Background: an optimization exercise with open tools, aiming at small area. Do not read the settings as production practice.
In this exercise RTL edits were held to simulation tests only and were not proved equivalent to the original.
No driver is modelled on the clock port, so clocking that relies on it looks cheaper here than on a real chip.

## old
==> flow/design.v <==
`timescale 1ns / 1ps
module FIFO #(
	parameter WIDTH = 8,
	parameter DEPTH = 8
	)(
	input clk,
	input rst_n,
	input [WIDTH - 1:0] writeData,
	input writeEn,
	input [$clog2(DEPTH) - 1:0] readPtr,
	input [$clog2(DEPTH) - 1:0] readSel,
	input readGate,
	output [WIDTH - 1:0] readData,
	input readEn,
	output full,
	output empty
	);
	localparam AW = $clog2(DEPTH);
	logic [AW - 1:0] writePtr;
	logic lastWrite;
	logic [WIDTH - 1:0] mem [DEPTH - 1:0];
	wire same = writePtr == readPtr;
	assign full = same & lastWrite;
	assign empty = same & ~lastWrite;
	logic [WIDTH - 1:0] readMux;
	always_comb begin
		readMux = 0;
		for (int k = 0; k < DEPTH; k++)
			readMux = readMux | (mem[k] & {WIDTH{readGate & (readSel == k)}});
	end
	assign readData = readMux;
	always @(posedge clk) begin
		if (~rst_n) begin
			writePtr <= 0;
			lastWrite <= 0;
		end else begin
			if (writeEn) writePtr <= writePtr + 1'd1;
			if (writeEn | readEn) lastWrite <= writeEn;
		end
	end
	always @(posedge clk) begin
		if (writeEn) mem[writePtr] <= writeData;
	end
endmodule
module RXFIFO #(
	parameter WIDTH = 8,
	parameter DEPTH = 8
	)(
	input clk,
	input rst_n,
	input shiftBit,
	input shiftEn,
	input commit,
	output [$clog2(DEPTH) - 1:0] writePtrOut,
	output [WIDTH - 1:0] readData,
	input readEn,
	output full,
	output empty
	);
	localparam AW = $clog2(DEPTH);
	logic [WIDTH - 1:0] readDataReg;
	logic [AW - 1:0] readPtr, writePtr;
	logic lastWrite;
	logic [WIDTH - 1:0] mem [DEPTH - 1:0];
	wire same = writePtr == readPtr;
	assign full = same & lastWrite;
	assign empty = same & ~lastWrite;
	assign readData = readDataReg;
	assign writePtrOut = writePtr;
	logic [WIDTH - 1:0] readMux;
	always_comb begin
		readMux = 0;
		for (int k = 0; k < DEPTH; k++)
			readMux = readMux | (mem[k] & {WIDTH{readPtr == k}});
	end
	always @(posedge clk) begin
		if (~rst_n) begin
			readPtr <= 0;
			writePtr <= 0;
			lastWrite <= 0;
			readDataReg <= 0;
		end else begin
			if (commit) writePtr <= writePtr + 1'd1;
			if (commit | readEn) lastWrite <= commit;
			if (readEn) begin
				readPtr <= readPtr + 1'd1;
				readDataReg <= readMux;
			end
		end
	end
	genvar i;
	generate
		for (i = 0; i < DEPTH; i = i + 1) begin : slot
			always @(posedge clk) begin
				if (shiftEn && writePtr == i) mem[i] <= {mem[i][WIDTH - 2:0], shiftBit};
			end
		end
	endgenerate
endmodule
`timescale 1ns / 1ps
module clkPrescale (
		input clk,
		input rst_n,
		input prescaleEn,
		input [7:0] prescale1,
		input [7:0] prescale2,
		output SCKTick
	);
	logic [7:0] count1, count2;
	logic SCKTickReg;
	assign SCKTick = SCKTickReg;
	wire [8:0] next1 = count1 + 1'd1;
	wire match1 = next1[8];
	wire [8:0] next2 = count2 + match1;
	wire match = next2[8];
	always @(posedge clk) begin
		if (~rst_n || ~prescaleEn) begin
			count1 <= ~prescale1;
			count2 <= ~prescale2;
			SCKTickReg <= 0;
		end else begin
			SCKTickReg <= match;
			count1 <= match1 ? ~prescale1 : next1[7:0];
			count2 <= match ? ~prescale2 : next2[7:0];
		end
	end
endmodule
`timescale 1ns / 1ps
module SPIMaster #(
	parameter WIDTH = 8,
	parameter TxFIFODepth = 8,
	parameter RxFIFODepth = 8
	)(
	input clk,
	input rst_n,
    output CS_n,
    output SCK,
    output MOSI,
    input MISO,
	output [WIDTH - 1:0] RXdata,
	input readEn,
	output RXFIFOempty,
	output RXFIFOfull,
	output TXFIFOempty,
	output TXFIFOfull,
	input [WIDTH - 1:0] TXdata,
	input writeEn,
	input startTransaction,
	output doneTransaction,
	input [7:0] prescale1,
	input [7:0] prescale2
	);
	localparam [4:0] IDLE = 5'b00000;
	localparam [4:0] START = 5'b00010;
	localparam [4:0] LOAD = 5'b00100;
	localparam [4:0] END1 = 5'b00101;
	localparam [4:0] END2 = 5'b00011;
	localparam [4:0] SEND0 = 5'b10000;
	localparam [4:0] SENDLAST = 5'b11111;
	logic [4:0] state;
	logic [WIDTH - 1:0] shiftOut;
	wire idle = state == IDLE;
	wire sending = state[4];
	wire active = state[4] | state[0];
	wire inFlight = state[4] | state[2];
	wire lastBit = state == SENDLAST;
	assign CS_n = idle;
	assign doneTransaction = idle;
	assign SCK = state[0];
	assign MOSI = shiftOut[WIDTH - 1] & active;
	logic SCKTick;
	clkPrescale prescaler (
		.clk(clk),
		.rst_n(rst_n),
		.prescaleEn(active),
		.prescale1(prescale1),
		.prescale2(prescale2),
		.SCKTick(SCKTick)
	);
	logic [$clog2(RxFIFODepth) - 1:0] rxWritePtr;
	logic [WIDTH - 1:0] TXFIFOdata;
	FIFO #(.WIDTH(WIDTH), .DEPTH(TxFIFODepth)) TXFIFO (
		.clk(clk),
		.rst_n(rst_n),
		.writeData(TXdata),
		.writeEn(writeEn),
		.readPtr(rxWritePtr + inFlight),
		.readSel(rxWritePtr),
		.readGate(idle),
		.readData(TXFIFOdata),
		.readEn(state == START),
		.full(TXFIFOfull),
		.empty(TXFIFOempty)
	);
	RXFIFO #(.WIDTH(WIDTH), .DEPTH(RxFIFODepth)) RXFIFO (
		.clk(clk),
		.rst_n(rst_n),
		.shiftBit(MISO),
		.shiftEn(SCKTick & sending & ~state[0]),
		.commit(state == END1),
		.writePtrOut(rxWritePtr),
		.readData(RXdata),
		.readEn(readEn),
		.full(RXFIFOfull),
		.empty(RXFIFOempty)
	);
	wire shiftNow = SCKTick & sending & state[0] & ~lastBit;
	wire holdNow = ~idle & ~shiftNow;
	always @(posedge clk)
		shiftOut <= TXFIFOdata | ({shiftOut[WIDTH - 2:0], 1'b0} & {WIDTH{shiftNow}}) | (shiftOut & {WIDTH{holdNow}});
	always @(posedge clk) begin
		if (~rst_n) begin
			state <= IDLE;
		end else begin
			case (state)
				IDLE: if (startTransaction) state <= START;
				START: state <= LOAD;
				LOAD: state <= SEND0;
				END1, END2: state <= SCKTick ? IDLE : END2;
				SENDLAST: state <= END1;
				default: if (sending & SCKTick) state <= state + 1'd1;
			endcase
		end
	end
endmodule
clock: 5.0 ns
lec_check: 0
cap_margin: 20
core_margin: 2
core_utilization: 60
slew_margin: 20
standard.sh (not shown) runs the stock make flow with config.mk's settings and CLKGATE_MAP_FILE= SYNTH_SCRIPT=/design/flow/synth_recipe.tcl, a recipe that flattens the netlist after the stock synthesis.
==> flow/flow/run.sh <==
#!/bin/bash
# Standard ORFS layout with smaller port buffers and a clock tree without dummy loads.
set -euo pipefail
export BUFFER_PORTS_ARGS="-buffer_cell sky130_fd_sc_hd__buf_1"
export CTS_ARGS="-sink_clustering_enable -repair_clock_nets -dont_use_dummy_load -sink_clustering_size 100 -sink_clustering_max_diameter 500 -buf_list sky130_fd_sc_hd__clkbuf_4 -root_buf sky130_fd_sc_hd__clkbuf_16"
export LEAF_MAX=10
export POST_CTS_TCL="$PWD/flow/post_cts.tcl"
bash standard.sh > standard_flow.log 2>&1
==> flow/flow/post_cts.tcl <==
# After CTS: a clkbuf_4 that drives more than LEAF_MAX sinks is upsized to clkbuf_8,
# since the extracted wiring makes its sinks' slew exceed what CTS estimated.
set leaf_max $::env(LEAF_MAX)
set changed 0
foreach inst [[ord::get_db_block] getInsts] {
  if {[[$inst getMaster] getName] eq "sky130_fd_sc_hd__clkbuf_4"} {
    set net [[$inst findITerm X] getNet]
    set n [expr {[llength [$net getITerms]] - 1}]
    if {$n > $leaf_max} {
      puts "post_cts: [$inst getName] drives $n sinks, upsizing to clkbuf_8"
      replace_cell [$inst getName] sky130_fd_sc_hd__clkbuf_8
      incr changed
    }
  }
}
if {$changed} {
  detailed_placement
  check_placement -verbose
}
## Diff of input files: new against old
--- a/flow/design.v
+++ b/flow/design.v
@@ -6,13 +6,12 @@
 	input clk,
 	input rst_n,
 	input [WIDTH - 1:0] writeData,
 	input writeEn,
 	input [$clog2(DEPTH) - 1:0] readPtr,
 	input [$clog2(DEPTH) - 1:0] readSel,
-	input readGate,
 	output [WIDTH - 1:0] readData,
 	input readEn,
 	output full,
 	output empty
 	);
 	localparam AW = $clog2(DEPTH);
@@ -23,13 +22,13 @@
 	assign full = same & lastWrite;
 	assign empty = same & ~lastWrite;
 	logic [WIDTH - 1:0] readMux;
 	always_comb begin
 		readMux = 0;
 		for (int k = 0; k < DEPTH; k++)
-			readMux = readMux | (mem[k] & {WIDTH{readGate & (readSel == k)}});
+			readMux = readMux | (mem[k] & {WIDTH{readSel == k}});
 	end
 	assign readData = readMux;
 	always @(posedge clk) begin
 		if (~rst_n) begin
 			writePtr <= 0;
 			lastWrite <= 0;
@@ -183,13 +182,12 @@
 		.clk(clk),
 		.rst_n(rst_n),
 		.writeData(TXdata),
 		.writeEn(writeEn),
 		.readPtr(rxWritePtr + inFlight),
 		.readSel(rxWritePtr),
-		.readGate(idle),
 		.readData(TXFIFOdata),
 		.readEn(state == START),
 		.full(TXFIFOfull),
 		.empty(TXFIFOempty)
 	);
 	RXFIFO #(.WIDTH(WIDTH), .DEPTH(RxFIFODepth)) RXFIFO (
@@ -201,16 +199,18 @@
 		.writePtrOut(rxWritePtr),
 		.readData(RXdata),
 		.readEn(readEn),
 		.full(RXFIFOfull),
 		.empty(RXFIFOempty)
 	);
-	wire shiftNow = SCKTick & sending & state[0] & ~lastBit;
-	wire holdNow = ~idle & ~shiftNow;
-	always @(posedge clk)
-		shiftOut <= TXFIFOdata | ({shiftOut[WIDTH - 2:0], 1'b0} & {WIDTH{shiftNow}}) | (shiftOut & {WIDTH{holdNow}});
+	always @(posedge clk) begin
+		if (idle)
+			shiftOut <= TXFIFOdata;
+		else if (SCKTick & sending & state[0] & ~lastBit)
+			shiftOut <= {shiftOut[WIDTH - 2:0], 1'b0};
+	end
 	always @(posedge clk) begin
 		if (~rst_n) begin
 			state <= IDLE;
 		end else begin
 			case (state)
 				IDLE: if (startTransaction) state <= START;
### Flow results
Synthesized area, new vs old: up slightly. Comparing fmax for old and new, the smaller number came from new. new: overall track demand over capacity in global routing 0.15 points below old. Of old and new, the run reporting the lower per-cell routed wire length was old. Going from old to new, the clock slew seen by the registers of the worst setup and hold paths was found to have gone up by 0.02 ns. Delta (new minus old): buffer count excluding the clock tree in the final layout now sits higher, synthesized-area fraction occupied by ao, oa, aoi and oai cells now sits lower, average vias per placed instance now sits higher, first-pass GRT wire length now sits lower, met1 wire length now sits lower. Of new and old, it is new that has the lower inverter count of the layout excluding clock inverters. The layout-stage area growth over the synthesis result of new exceeds that of old by 0.23 points.

port drivers added, routing unchanged:
The results above use ideal ports. As a check the final layouts listed here were re-extracted and re-timed, cells and wires unchanged. Step 1 sets driving cells, clkbuf_16 on the clock port and buf_2 on the other inputs (assumed; they add their load-dependent delay and slew). Step 2 times the ports against the registers' clock, not the clock port: input delays grow and output delays shrink by t, the midpoint of the rising clock arrivals with the driver on. Three values: ideal, step 1, step 2; two values: the first two.
run	shift t [ns]	setup slack, ns	hold WS [ns]	worst setup path at the end	pins driven straight from the clock port
old	0.403	1.769 / 1.728 / 2.131	0.441 / 0.441 / 0.441	register to output	1
new	0.411	1.736 / 1.691 / 2.102	0.435 / 0.435 / 0.435	register to output	1
After both steps setup and hold are still met in every run listed.
